This is an optimization exercise on Yosys and OpenROAD, whose aim is small area, not a production implementation. Only simulation tests tie the RTL to the original design; equivalence was not proved. Power figures rest on the tool's default switching activity, not on a simulated workload.

==> flow/design.v <==
`timescale 1ns/1ps
module control
  #(
    parameter N = 4  
  )
  (
    output  o_valid,  
    input   i_rst  ,  
    input   clk       
  );
  localparam NB_COUNTER = $clog2(N);
  reg  [NB_COUNTER-1:0]     counter;  
  reg                   inter_valid;  
  always @(posedge clk) begin : counter_calc
    if(i_rst) begin
      counter <= {NB_COUNTER{1'b0}};
    end
    else begin
      if (counter == (N-1)) begin
        counter <= {NB_COUNTER{1'b0}};
      end
      else begin
        counter <= counter + 1'b1;
      end
    end
  end
  always @(posedge clk) begin : inter_valid_calc
    if(i_rst) begin
      inter_valid <= 1'b0;
    end else begin
      if (counter == (N-1)) begin
        inter_valid <= 1'b1;
      end
      else begin
        inter_valid <= 1'b0;
      end
    end
  end
  assign o_valid = inter_valid;
endmodule
`timescale 1ns/1ps
module prbs9
  #(
    parameter SEED = 9'h1AA  
  )
  (
    output  o_data   ,  
    input   i_valid  ,  
    input   i_en     ,  
    input   i_rst    ,  
    input   clk         
  );
  reg  [8:0] register;  
  always @(posedge clk) begin : ShiftRegister
    if(i_rst) begin
      register <= SEED;
    end
    else begin
      if (i_en && i_valid) begin
          register <= {register[7:0], register[8]^register[4]};
      end
      else begin
        register <= register;
      end
    end
  end
  assign o_data = register[8];
endmodule
`timescale 1ns/1ps
module poly_fir_filter
  #(
    parameter NB_OUTPUT  = 8,  
    parameter NBF_OUTPUT = 7,  
    parameter NB_COEFF   = 8,  
    parameter NBF_COEFF  = 7   
  ) 
  (
    output signed [NB_OUTPUT-1:0] o_data ,    
    input                         i_data ,    
    input                         i_en   ,    
    input                         i_valid,    
    input                         i_rst  ,    
    input                         clk         
  );
  localparam NB_ADD     = NB_COEFF + 5;
  localparam NBF_ADD    = NBF_COEFF;
  localparam NBI_ADD    = NB_ADD - NBF_ADD;
  localparam NBI_OUTPUT = NB_OUTPUT - NBF_OUTPUT;
  localparam NB_SAT     = (NBI_ADD) - (NBI_OUTPUT);
  reg                  [1:0] counter             ;  
  reg                  [5:1] register            ;  
  wire signed [NB_COEFF-1:0] coeff         [23:0];  
  wire signed [NB_COEFF-1:0] set_coeff [3:0][5:0];  
  assign coeff [0] = 8'b0000_0000; assign coeff [1] = 8'b0000_0010;
  assign coeff [2] = 8'b0000_0010; assign coeff [3] = 8'b0000_0000;
  assign coeff [4] = 8'b1111_1000; assign coeff [5] = 8'b1111_0000;
  assign coeff [6] = 8'b1111_0000; assign coeff [7] = 8'b1111_1111;
  assign coeff [8] = 8'b0010_0001; assign coeff [9] = 8'b0100_1100;
  assign coeff[10] = 8'b0111_0001; assign coeff[11] = 8'b0111_1111;
  assign coeff[12] = 8'b0111_0001; assign coeff[13] = 8'b0100_1100;
  assign coeff[14] = 8'b0010_0001; assign coeff[15] = 8'b0000_0000;
  assign coeff[16] = 8'b1111_0000; assign coeff[17] = 8'b1111_0000;
  assign coeff[18] = 8'b1111_1000; assign coeff[19] = 8'b1111_1111;
  assign coeff[20] = 8'b0000_0010; assign coeff[21] = 8'b0000_0010;
  assign coeff[22] = 8'b0000_0000; assign coeff[23] = 8'b0000_0000;
  generate
    genvar ptr1, ptr2;
    for(ptr1=0;ptr1<4;ptr1=ptr1+1) begin
      for (ptr2=0;ptr2<6;ptr2=ptr2+1) begin
        assign set_coeff[ptr1][ptr2] = coeff[ptr1+ptr2*4];
      end
    end    
  endgenerate
  always @(posedge clk) begin:Counter
    if (i_rst == 1'b1) begin
      counter <= 2'b00;
    end
    else begin
      if (i_en) begin
        if (counter != 2'b00) begin
          if (counter == 2'b11) begin
            counter <= 2'b00;
          end
          else begin
            counter <= counter + 1'b1;
          end
        end
        else
          if (i_valid) begin
            counter <= counter + 1'b1;
        end
      end
    end
  end
  integer ptr3;
  integer ptr4;
  always @(posedge clk) begin:shiftRegister
    if (i_rst == 1'b1) begin
      for(ptr3=1;ptr3<6;ptr3=ptr3+1) begin:init
        register[ptr3] <= 1'b0;
      end
    end else begin
      if (counter == 2'b11 && i_en) begin
        for(ptr4=1;ptr4<6;ptr4=ptr4+1) begin:srmove
          if(ptr4==1)
            register[ptr4] <= i_data;
          else
            register[ptr4] <= register[ptr4-1];
         end   
      end
    end
  end
  reg signed [NB_COEFF-1:0] prod     [5:0];  
  integer ptr;
  always @(*) begin
    for (ptr = 0; ptr < 6; ptr=ptr+1) begin
      if (ptr==0) 
        prod[ptr] =        (i_data) ? -set_coeff[counter][ptr]
                                    :  set_coeff[counter][ptr];
      else
        prod[ptr] = (register[ptr]) ? -set_coeff[counter][ptr]
                                    :  set_coeff[counter][ptr];
    end
  end
  reg signed [NB_ADD-1:0] sum;
  always @(*) begin:accum
    sum = {NB_ADD{1'b0}};
    for(ptr3=0;ptr3<6;ptr3=ptr3+1) begin:adder 
      sum = sum + prod[ptr3];
    end
  end
  assign o_data = ( ~|sum[NB_ADD-1 -: NB_SAT+1] || &sum[NB_ADD-1 -: NB_SAT+1]) ? sum[NB_ADD-(NB_SAT) - 1 -: NB_OUTPUT] :
                    (sum[NB_ADD-1]) ? {{1'b1},{NB_OUTPUT-1{1'b0}}} : {{1'b0},{NB_OUTPUT-1{1'b1}}};
endmodule
`timescale 1ns/1ps
module BER
  #(
    parameter NB_INPUT   = 8,       
    parameter NBF_INPUT  = 7,       
    parameter N_SAMPLES  = 511,     
    parameter N_POS      = 511,     
    parameter N_PHASES   = 4,       
    parameter SEED       = 9'h1AA,  
    parameter NB_BER_CNT = 64       
  ) 
  (
    output                        o_ber_zero ,    
    output       [NB_BER_CNT-1:0] o_ber_samp ,    
    output       [NB_BER_CNT-1:0] o_ber_error,    
    input          [NB_INPUT-1:0] i_data     ,    
    input                         i_en       ,    
    input                         i_valid    ,    
    input          [N_PHASES-1:0] i_phase_sel,    
    input                         i_rst      ,    
    input                         clk             
  );
  localparam NB_STATE    = 2;
  localparam RESET_MODE  = 2'b00;
  localparam SYNCH_MODE  = 2'b01;
  localparam COUNT_MODE  = 2'b10;
  localparam STOP_MODE   = 2'b11;
  localparam NB_PHASES   = $clog2(N_PHASES);
  localparam NB_SAMPLES  = $clog2(N_SAMPLES);
  localparam NB_POS      = $clog2(N_POS);
  reg    [NB_INPUT-1:0]            phase       ;  
  reg    [NB_INPUT-1:0]   phase_register  [3:0];  
  reg   [NB_PHASES-1:0]        phase_cnt       ;  
  wire                       slice_value       ;  
  wire                   prbs9_rx_o_data       ;  
  reg       [N_POS-1:0]     dly_register       ;  
  reg  [NB_SAMPLES-1:0]      min_cnt_pos       ;  
  reg  [NB_SAMPLES-1:0]      min_err_cnt       ;  
  reg  [NB_BER_CNT-1:0]          err_cnt       ;  
  reg  [NB_BER_CNT-1:0]         samp_cnt       ;  
  reg      [NB_POS-1:0]          pos_cnt       ;  
  reg    [NB_STATE-1:0]            state       ;  
  reg    [NB_STATE-1:0]       next_state       ;  
  reg                     inter_ber_zero       ;  
  assign o_ber_samp  = samp_cnt;
  assign o_ber_error = err_cnt;
  prbs9
  #(
    .SEED(SEED)
  )
  prbs9_rx
  (
    .o_data(prbs9_rx_o_data),
    .i_valid(i_valid), 
    .i_en(i_en), 
    .i_rst(i_rst), 
    .clk(clk)      
  );
  always @(posedge clk) begin : phase_cnt_cal
    if(i_rst) begin
      phase_cnt <= {NB_POS{1'b0}};
    end
    else begin
      if (i_en) begin
        if (phase_cnt == (N_PHASES-1))
          phase_cnt <= {NB_POS{1'b0}};
        else
          phase_cnt <= phase_cnt + 1'b1;
      end
    end
  end
  integer ptr1;
  always @(posedge clk) begin : proc_phase_register
    if(i_rst) begin
      for (ptr1 = 0; ptr1 < N_PHASES; ptr1=ptr1+1) begin
        phase_register[ptr1] <= {NB_INPUT{1'b0}};
      end
    end
    else begin
      if (i_en) begin
        if (phase_cnt == 0) 
          phase_register[0] <= i_data;
        else if (phase_cnt == 1) 
          phase_register[1] <= i_data;
        else if (phase_cnt == 2) 
          phase_register[2] <= i_data;
        else
          phase_register[3] <= i_data;
      end
    end
  end
  always @(*) begin : downsampling
    case (i_phase_sel)
      2'b00:
      begin
        phase = phase_register[0];
      end
      2'b01:
      begin
        phase = phase_register[1];
      end
      2'b10:
      begin
        phase = phase_register[2];
      end
      2'b11:
      begin
        phase = phase_register[3];
      end
      default:
      begin
        phase = phase_register[0];
      end
    endcase
  end
  assign slice_value = phase[NB_INPUT-1];
  integer ptr2;
  always @(posedge clk) begin:delayShiftRegister
    if (i_rst == 1'b1) begin:init
      for (ptr2 = 0; ptr2 < N_POS; ptr2=ptr2+1)
        dly_register[ptr2] <= 1'b0;
    end
    else if (i_en && i_valid) begin :dsrmove
      dly_register <= {dly_register[N_POS-2:0],prbs9_rx_o_data}; 
    end
  end
  always @(posedge clk) begin : samp_cnt_cal
    if(i_rst) begin
      samp_cnt <= {NB_BER_CNT{1'b0}};
    end
    else if (state == RESET_MODE) begin
      samp_cnt <= {NB_BER_CNT{1'b0}};
    end
    else if(state == SYNCH_MODE) begin
      if (i_en && i_valid) begin
        if (samp_cnt == (N_SAMPLES-1))
          samp_cnt <= {NB_BER_CNT{1'b0}};
        else
          samp_cnt <= samp_cnt + 1'b1;
      end
    end
    else if(state == COUNT_MODE) begin
      if (i_en && i_valid) begin
        if (samp_cnt < (64'hFFFF_FFFF_FFFF_FFFF))  
          samp_cnt <= samp_cnt + 1'b1;
      end
    end
  end
  always @(posedge clk) begin : pos_cnt_cal
    if(i_rst) begin
      pos_cnt <= {NB_POS{1'b0}};
    end
    else if (state == RESET_MODE) begin
      pos_cnt <= {NB_POS{1'b0}};
    end
    else if(state == SYNCH_MODE) begin
      if (i_en && i_valid && (samp_cnt == (N_SAMPLES-1))) begin
        if (pos_cnt == (N_SAMPLES-1)) begin
          if (err_cnt > min_err_cnt)            
            pos_cnt <= min_cnt_pos;
        end
        else
          pos_cnt <= pos_cnt + 1'b1;
      end
    end
  end
  always @(posedge clk) begin : err_cnt_cal
    if(i_rst) begin
      err_cnt <= {NB_BER_CNT{1'b0}};
    end
    else if (state == RESET_MODE) begin
      err_cnt <= {NB_BER_CNT{1'b0}};
    end
    else if(state == SYNCH_MODE) begin
      if (i_en && i_valid) begin
        if (samp_cnt == (N_SAMPLES-1))
          err_cnt <= {NB_BER_CNT{1'b0}};
        else
          err_cnt <= err_cnt + (dly_register[pos_cnt] ^ slice_value);
      end
    end
    else if(state == COUNT_MODE) begin
      if (i_en && i_valid) begin
        if (err_cnt < (64'hFFFF_FFFF_FFFF_FFFF))  
          err_cnt <= err_cnt + (dly_register[pos_cnt] ^ slice_value);
      end
    end
  end
  always @(posedge clk) begin : min_err_cnt_cal
    if(i_rst) begin
      min_err_cnt <= {NB_SAMPLES{1'b1}};
    end
    else if (state == RESET_MODE) begin
      min_err_cnt <= {NB_SAMPLES{1'b1}};
    end
    else if(state == SYNCH_MODE) begin
      if (i_en && i_valid && samp_cnt == (N_SAMPLES-1)) begin
        if (err_cnt < min_err_cnt)
          min_err_cnt <= err_cnt;
      end
    end
  end
  always @(posedge clk) begin : min_cnt_pos_cal
    if(i_rst) begin
      min_cnt_pos <= {NB_SAMPLES{1'b0}};
    end
    else if (state == RESET_MODE) begin
      min_cnt_pos <= {NB_SAMPLES{1'b0}};
    end
    else if(state == SYNCH_MODE) begin
      if (i_en && i_valid && samp_cnt == (N_SAMPLES-1)) begin
        if (err_cnt < min_err_cnt)
          min_cnt_pos <= pos_cnt;
      end
    end
  end
  always @(posedge clk) begin : state_calc
    if(i_rst) begin
      state <= RESET_MODE;
    end else begin
      state <= next_state;
    end
  end
  always @(*) begin : next_state_calc
    case(state)
      RESET_MODE:
      begin
        if (i_en == 1)
          next_state = SYNCH_MODE;
        else
          next_state = RESET_MODE;
      end
      SYNCH_MODE:
      begin
        if ((i_en == 1) && (i_valid==1) && (pos_cnt == N_SAMPLES-1) && (samp_cnt == N_SAMPLES-1))
          next_state = COUNT_MODE;
        else
          next_state = state;
      end
      COUNT_MODE:
      begin
        if ((!i_en) || ((pos_cnt == 64'hFFFF_FFFF_FFFF_FFFE) && (samp_cnt == 64'hFFFF_FFFF_FFFF_FFFE) && i_en && i_valid))  
          next_state = STOP_MODE;
        else
          next_state = state;
      end
      STOP_MODE:
      begin
        if (i_en) 
          next_state = RESET_MODE;
        else
          next_state = state;
      end
      default:
      begin
        next_state = RESET_MODE;
      end
    endcase  
  end
  always @(posedge clk) begin : proc_inter_ber_zero
    if(i_rst) begin
      inter_ber_zero <= 1'b0;
    end else begin
      if (i_en && err_cnt == {NB_BER_CNT{1'b0}}) begin
        inter_ber_zero <= 1'b1;
      end
      else
        inter_ber_zero <= 1'b0;
    end
  end
  assign o_ber_zero = inter_ber_zero;
endmodule
`timescale 1ns/1ps
module dsp
  #(
    parameter SEED_I        = 9'h1AA,  
    parameter SEED_Q        = 9'h1FE,  
    parameter N_SAMPLES     = 511,    
    parameter N_POS         = 511,    
    parameter N_PHASES      = 4,      
    parameter NB_OUTPUT_TX  = 8,  
    parameter NBF_OUTPUT_TX = 7,  
    parameter NB_COEFF      = 8,  
    parameter NBF_COEFF     = 7,   
    parameter NB_SWITCH     = 4,   
    parameter NB_LEDS       = 4,   
    parameter NB_BER_CNT    = 64
  ) 
  (
    output [2*NB_OUTPUT_TX-1:0] o_filter_data,  
    output        [NB_LEDS-1:0] o_led        ,  
    output     [NB_BER_CNT-1:0] o_ber_samp_I ,  
    output     [NB_BER_CNT-1:0] o_ber_samp_Q ,  
    output     [NB_BER_CNT-1:0] o_ber_error_I,  
    output     [NB_BER_CNT-1:0] o_ber_error_Q,  
    input       [NB_SWITCH-1:0] i_sw         ,  
    input                       i_rstn       ,  
    input                       clk             
  );
  wire                    control_o_valid;           
  wire                    data_prbs9I_tx_to_RC_TxI;  
  wire                    data_prbs9Q_tx_to_RC_TxQ;  
  wire [NB_OUTPUT_TX-1:0] data_RC_TxI_to_BER_I;      
  wire [NB_OUTPUT_TX-1:0] data_RC_TxQ_to_BER_Q;      
  wire                    o_ber_zero_I;              
  wire                    o_ber_zero_Q;              
  wire    [NB_SWITCH-1:0] sw_from_vio;
  wire                    reset_from_vio;
  wire                    sel_mux;
  wire    [NB_SWITCH-1:0] sw_w;
  wire                    reset;
  assign  sw_w = i_sw;
  assign reset = ~i_rstn;
  assign o_filter_data = {data_RC_TxI_to_BER_I, data_RC_TxQ_to_BER_Q};
  assign o_led[0]      = reset; 
  assign o_led[1]      = sw_w[0]; 
  assign o_led[2]      = sw_w[1]; 
  assign o_led[3]      = o_ber_zero_I & o_ber_zero_Q; 
  control
  #(
    .N(N_PHASES)
  )
  u_control
  (
    .o_valid(control_o_valid),
    .i_rst(reset), 
    .clk(clk)      
  );
  prbs9
  #(
    .SEED(SEED_I)
  )
  u_prbs9I_tx
  (
    .o_data(data_prbs9I_tx_to_RC_TxI),
    .i_valid(control_o_valid), 
    .i_en(sw_w[0]), 
    .i_rst(reset), 
    .clk(clk)      
  );
  prbs9
  #(
    .SEED(SEED_Q)
  )
  u_prbs9Q_tx
  (
    .o_data(data_prbs9Q_tx_to_RC_TxQ),
    .i_valid(control_o_valid), 
    .i_en(sw_w[0]), 
    .i_rst(reset), 
    .clk(clk)      
  );
  poly_fir_filter
    #(
      .NB_OUTPUT  (NB_OUTPUT_TX),  
      .NBF_OUTPUT (NBF_OUTPUT_TX),  
      .NB_COEFF   (NB_COEFF),  
      .NBF_COEFF  (NBF_COEFF)   
    )
    u_RC_TxI
      (
        .o_data  (data_RC_TxI_to_BER_I),
        .i_data  (data_prbs9I_tx_to_RC_TxI),
        .i_en        (sw_w[0]),
        .i_valid  (control_o_valid),
        .i_rst      (reset),
        .clk        (clk)
      );
  poly_fir_filter
    #(
      .NB_OUTPUT  (NB_OUTPUT_TX),  
      .NBF_OUTPUT (NBF_OUTPUT_TX),  
      .NB_COEFF   (NB_COEFF),  
      .NBF_COEFF  (NBF_COEFF)   
    )
    u_RC_TxQ
      (
        .o_data  (data_RC_TxQ_to_BER_Q),
        .i_data  (data_prbs9Q_tx_to_RC_TxQ),
        .i_en        (sw_w[0]),
        .i_valid  (control_o_valid),
        .i_rst      (reset),
        .clk        (clk)
      );
  BER
    #(
      .NB_INPUT  (NB_OUTPUT_TX),
      .NBF_INPUT (NBF_OUTPUT_TX), 
      .N_SAMPLES   (N_SAMPLES),
      .N_POS  (N_POS),
      .N_PHASES  (N_PHASES),
      .SEED  (SEED_I)
    )
    u_BER_I 
      (
        .o_ber_zero (o_ber_zero_I),
        .o_ber_samp(o_ber_samp_I),
        .o_ber_error(o_ber_error_I),
        .i_data (data_RC_TxI_to_BER_I),
        .i_en   (sw_w[1]),
        .i_valid(control_o_valid),
        .i_phase_sel(sw_w[3:2]),
        .i_rst  (reset),
        .clk    (clk)
      );
  BER
    #(
      .NB_INPUT  (NB_OUTPUT_TX),
      .NBF_INPUT (NBF_OUTPUT_TX), 
      .N_SAMPLES   (N_SAMPLES),
      .N_POS  (N_POS),
      .N_PHASES  (N_PHASES),
      .SEED  (SEED_Q)
    )
    u_BER_Q 
      (
        .o_ber_zero (o_ber_zero_Q),
        .o_ber_samp(o_ber_samp_Q),
        .o_ber_error(o_ber_error_Q),
        .i_data (data_RC_TxQ_to_BER_Q),
        .i_en   (sw_w[1]),
        .i_valid(control_o_valid),
        .i_phase_sel(sw_w[3:2]),
        .i_rst  (reset),
        .clk    (clk)
      );
endmodule
==> flow/run.sh <==
#!/bin/bash
# synth_recipe.tcl (not shown) runs the flow's synth.tcl, then flattens the netlist and writes it again
# the make line also repeats each setting of config.mk as NAME=value (left out here)
make -C /OpenROAD-flow-scripts/flow DESIGN_CONFIG=/design/flow/config.mk WORK_HOME=/design/flow/orfs CLKGATE_MAP_FILE= SYNTH_SCRIPT=/design/flow/synth_recipe.tcl finish
==> flow/config.mk <==
export PLATFORM = sky130hd
export DESIGN_NAME = dsp
export DESIGN_NICKNAME = dsp
export VERILOG_FILES = /design/flow/design.v
export SDC_FILE = /design/flow/constraint.sdc
export NUM_CORES = 4
export LEC_CHECK = 0
export CAP_MARGIN = 20
export CORE_MARGIN = 2
export CORE_UTILIZATION = 40
export SLEW_MARGIN = 20
==> flow/constraint.sdc <==
create_clock -name core_clock -period 12.0 [get_ports {clk}]
set_input_delay 2.4000 -clock core_clock [delete_from_list [all_inputs] [get_ports {clk}]]
set_output_delay 2.4000 -clock core_clock [all_outputs]
set_load 0.01 [all_outputs]
==> results.txt <==
* Unrepaired setup endpoints after global routing: no
* Synth Flop Type: dfxtp_1
* Placed wire-length estimate after detailed placement at 108000 um
* Worst setup path category: register to output port
* Core Util, Final at 0.459
* Overall routed net length at 171000 um
* Share of synthesized flip-flops with an asynchronous set or reset at 0
* Uppermost layer routed: met4
* Power share of the combinational group at 0.180
* Register bit count reported by yosys at 1403
* Cell area after technology mapping at 65800 um2
* Clock buffers created by TritonCTS at 150
* Met1 layer wirelength in the final routing at 79300 um
* Part of the power in the clock network at 0.412
* Instance area at placement at 69700 um2
* Total Power at 11500 uW
* Cell internal pwr at 8380 uW
* Worst R2R Path Depth at 26
* Part of the power in registers at 0.408
* Arrival time at the worst endpoint at 8660 ps
* Critical path endpoint category: output port
* Clk_skew at 42.3 ps
* Post-route fraction of the period consumed by the critical path at 0.922
* Global-route wire length before repair at 277000 um
* Worst hold path cell count at 1
* Peak supply drop at 0.517 mV
* Startpoint class of the critical path: register
* Post-synth EDFFs at 0
* Net count of the finished layout at 8053
* Core outline area at 163000 um2
* Shortest period the worst path allows at 11060 ps
* Number of endpoints with negative hold slack in the final report at 0
* Worst max-slew margin expressed relative to the limit at 0.179
* Leakage power at 0.0243 uW
* Drt first-iter violations at 5143
* Number of buffers added to fix hold violations after cts at 0
* Post-route cell area at 74800 um2
* Post-Syn Area per Cell at 8.29 um2
* Routed via count divided by cell count at 5.38
* CTS max path bufs at 3
* Net Sw Power at 3110 uW
* TritonCTS clock tree: built
* Horizontal extent of the die at 410 um
* Post-Synthesis Cells at 7939
* Number of distinct library cells after synthesis at 86
* Global route total overflow at 0
* Wire length on met3 at 8240 um
* GRT Overall Usage at 0.198
* Gp weighted congestion at 0.856
* Crit path max fanout at 9
* Number of ports placed on the die boundary at 282
* Signed area change from the synthesized netlist to the final layout at 13.8%
* Vias in the first global route at 51.2k
* Synthesized netlist net count at 8112
* Antenna cells at 0
* Synthesis warning total at 11
* Metal2 WL at 79700 um
* Starting Density at 0.404
* Die Outline Area at 168000 um2
* Required time of the critical path at 9600 ps
* Post-route antenna net violation count at 0
* Sequential share of the synthesized area at 0.427
* Worst-case hold slack at 431 ps
* Transition time of the tightest slew-check pin at 1230 ps
* Fraction of layout cells with a size suffix above 1 at 0.0770
* H-tree depth reported by CTS at 4
* Status: no timing/DRC/antenna violations
* Port Buffers at 281
* Setup Viol. Count Final at 0
* Tightest Hold Check Type: register to register
* Max-slew violation count at 0
* Largest net degree at the start of global routing at 244
* Drt drc at 0
* Source-to-sink clock delay at the later pin of the worst-skew pair at 790 ps
* Highest clock rate at 90.4 MHz
* Summed negative setup slack over all endpoints at 0 ps
* DRT Pass-1 Iters at 5
* Maximum capacitance violations at 0
* Antenna violations before repair at 1
* Ratio of total power to cell area at 154 nW/um2
* Setup slack of the most critical reg-to-reg path at 5200 ps
* Detailed-route wire length per cell at 16.8 um
* Switching share of total power at 0.271
* Buffer type at the clock tree root: clkbuf_16
* Chip height at 410 um
* Site Rows at 148
* Clock transition at the register clock pins on the worst setup and hold paths after CTS at 60 ps
* Clock sink total at 1403
* Vias at 54.7k
-- what timing repair did --
item                                    in CTS  in global routing
endpoints found under the setup margin       0                  2
setup buffers                                0                  0
hold endpoints to repair                     0                  0
gates resized for setup                      0                  1
-- metal layers --
layer | global-route usage | up-vias
li1 | - | 27000
met1 | 0.275 | 26300
met2 | 0.320 | 1259
met3 | 0.0298 | 211
met4 | 0.0557 | 0
met5 | 0 | -
-- worst paths after layout --
kind                                           start                           end
worst min register to register  u_control.counter[0]          u_control.counter[0]
worst max-delay path             u_RC_TxQ.counter[0]              o_filter_data[5]
worst max register to register   u_RC_TxI.counter[1]  u_BER_I.phase_register[1][7]
worst min-delay path            u_control.counter[0]          u_control.counter[0]
-- state kept, by name (all words and copies together), names as in the netlist, 64 cells and up --
signal,count
u_BER_I.samp_cnt,64
u_BER_Q.dly_register,511
u_BER_I.dly_register,511
u_BER_I.err_cnt,64
u_BER_Q.err_cnt,64
u_BER_Q.samp_cnt,64
-- metrics by stage --
stage	setup slack, ps	instances
after floorplan	3000	7939
after global placement	1540	9902
after detailed placement	1450	9902
after CTS	613	10200
after global routing	187	10200
final	941	10200
-- synth_stat cells (16+ instances only) --
master / n / share of area
o21ai_0: 109 / 0.0083
nor4_1: 87 / 0.0083
nand2b_1: 20 / 0.0019
nor3_1: 91 / 0.0069
ha_1: 111 / 0.021
buf_1: 21 / 0.0012
a21oi_1: 1163 / 0.088
a31oi_1: 16 / 0.0015
fa_1: 56 / 0.017
o211ai_1: 20 / 0.0023
mux2i_1: 90 / 0.014
a22oi_1: 39 / 0.0045
xnor2_1: 131 / 0.017
nand4_1: 79 / 0.0075
nor2_1: 418 / 0.024
o21a_1: 24 / 0.0027
o31ai_1: 20 / 0.0023
clkbuf_1: 468 / 0.027
a211oi_1: 18 / 0.0021
and2_1: 25 / 0.0024
inv_1: 161 / 0.0092
dfxtp_1: 1403 / 0.43
nor2b_1: 32 / 0.0030
nand2_1: 2372 / 0.14
or3_1: 33 / 0.0031
and3_1: 56 / 0.0053
buf_2: 44 / 0.0033
and4_1: 39 / 0.0052
a221oi_1: 16 / 0.0021
xor2_1: 143 / 0.019
nand3_1: 170 / 0.013
mux4_2: 253 / 0.087
-- cell usage in the layout, fill, tap and decap left out, drive strengths merged, types with 24 or more instances in the layout --
cell	Yosys	layout
and3	57	57
clkbuf	470	221
or3	34	34
dfxtp	1403	1403
mux4	253	253
a21oi	1163	1163
clkinv	4	37
buf	81	60
mux2i	90	90
nor2b	32	32
o21ai	113	113
nand4	81	81
a22oi	39	39
and2	28	28
and4	39	39
clkdlybuf4s50	0	280
nor2	419	419
ha	111	111
fa	56	56
inv	163	168
nand3	172	172
xnor2	134	134
nor3	92	92
xor2	143	143
o21a	24	24
nor4	91	91
nand2	2372	2372
-- power by group through the flow --
stage / Combinational (uW) / Sequential, uW / Clock, uW
after floorplan: 1340 / 4790 / 0
final: 2070 / 4690 / 4730
after CTS: 2080 / 4690 / 4870
after detailed placement: 2070 / 4790 / 0
after global placement: 2040 / 4790 / 0
after global routing: 2310 / 4690 / 5050
-- kinds of logic (layout without fill, tap and decap cells) --
family          count (synthesis)  in the layout  share of synthesized area
fa+ha+maj                     167            167                     0.0382
simple gates                 3484           3484                      0.224
compound gates               1534           1534                      0.128
buf+inv                       718            777                     0.0429
xor+xnor                      277            277                     0.0372
mux                           356            356                      0.103
flops                        1403           1403                      0.427
-- layout make-up --
cell class                 count  area [um2]
tap                         2175        2720
clock buffer                 221        4420
fill                       15700       88100
timing repair buffer         340        3370
clock inverter                49         657
inverter                     167         634
multi-input combinational   5818       34900
sequential                  1403       28100
-- worst max-delay path, stage by stage (launching register included) --
cell and delay [ps]:
dfxtp_1 440, inv_1 170, ha_1 490, clkinv_1 330
nand2_1 260, nand3_1 130, nand2_1 120, ha_1 250
o21ai_0 90, nand2b_1 110, a21o_1 190, a21o_1 190
a2111oi_0 400, a21oi_1 130, fa_1 600, inv_1 70
fa_1 530, inv_1 50, fa_1 500, inv_1 40
ha_1 190, or3_1 360, o41ai_1 380, xnor2_1 200
o2111ai_1 160, o31ai_1 730, o21a_1 230, clkdlybuf4s50_1 550

==> what the ideal ports hide <==
The results above use ideal ports. As a check the final layout listed here was re-extracted and re-timed, cells and wires unchanged.
Step 1 (the two cells are an assumption about what drives the block):
set clk [get_ports {clk}]
set_driving_cell -lib_cell sky130_fd_sc_hd__clkbuf_16 $clk
set_driving_cell -lib_cell sky130_fd_sc_hd__buf_2 [delete_from_list [all_inputs] $clk]
Step 2 adds t to the input delays and takes it off the output delays; t is the mean of the earliest and latest rising clock arrival at the registers after step 1. Input paths then give back, and output paths get back, about the clock's delay inside the block.
Three values: ideal, step 1, step 2; two values: the first two.
shift t [ns]: 0.853
slack for setup (ns): 0.941 / 0.861 / 1.714
worst hold slack (ns): 0.431 / 0.431 / 0.431
worst data-port slew with drivers (ns): 0.15
After both steps this run still meets setup and hold. For this run, drivers alone change the setup slack by -0.080 ns; drivers and shift together by +0.773 ns.
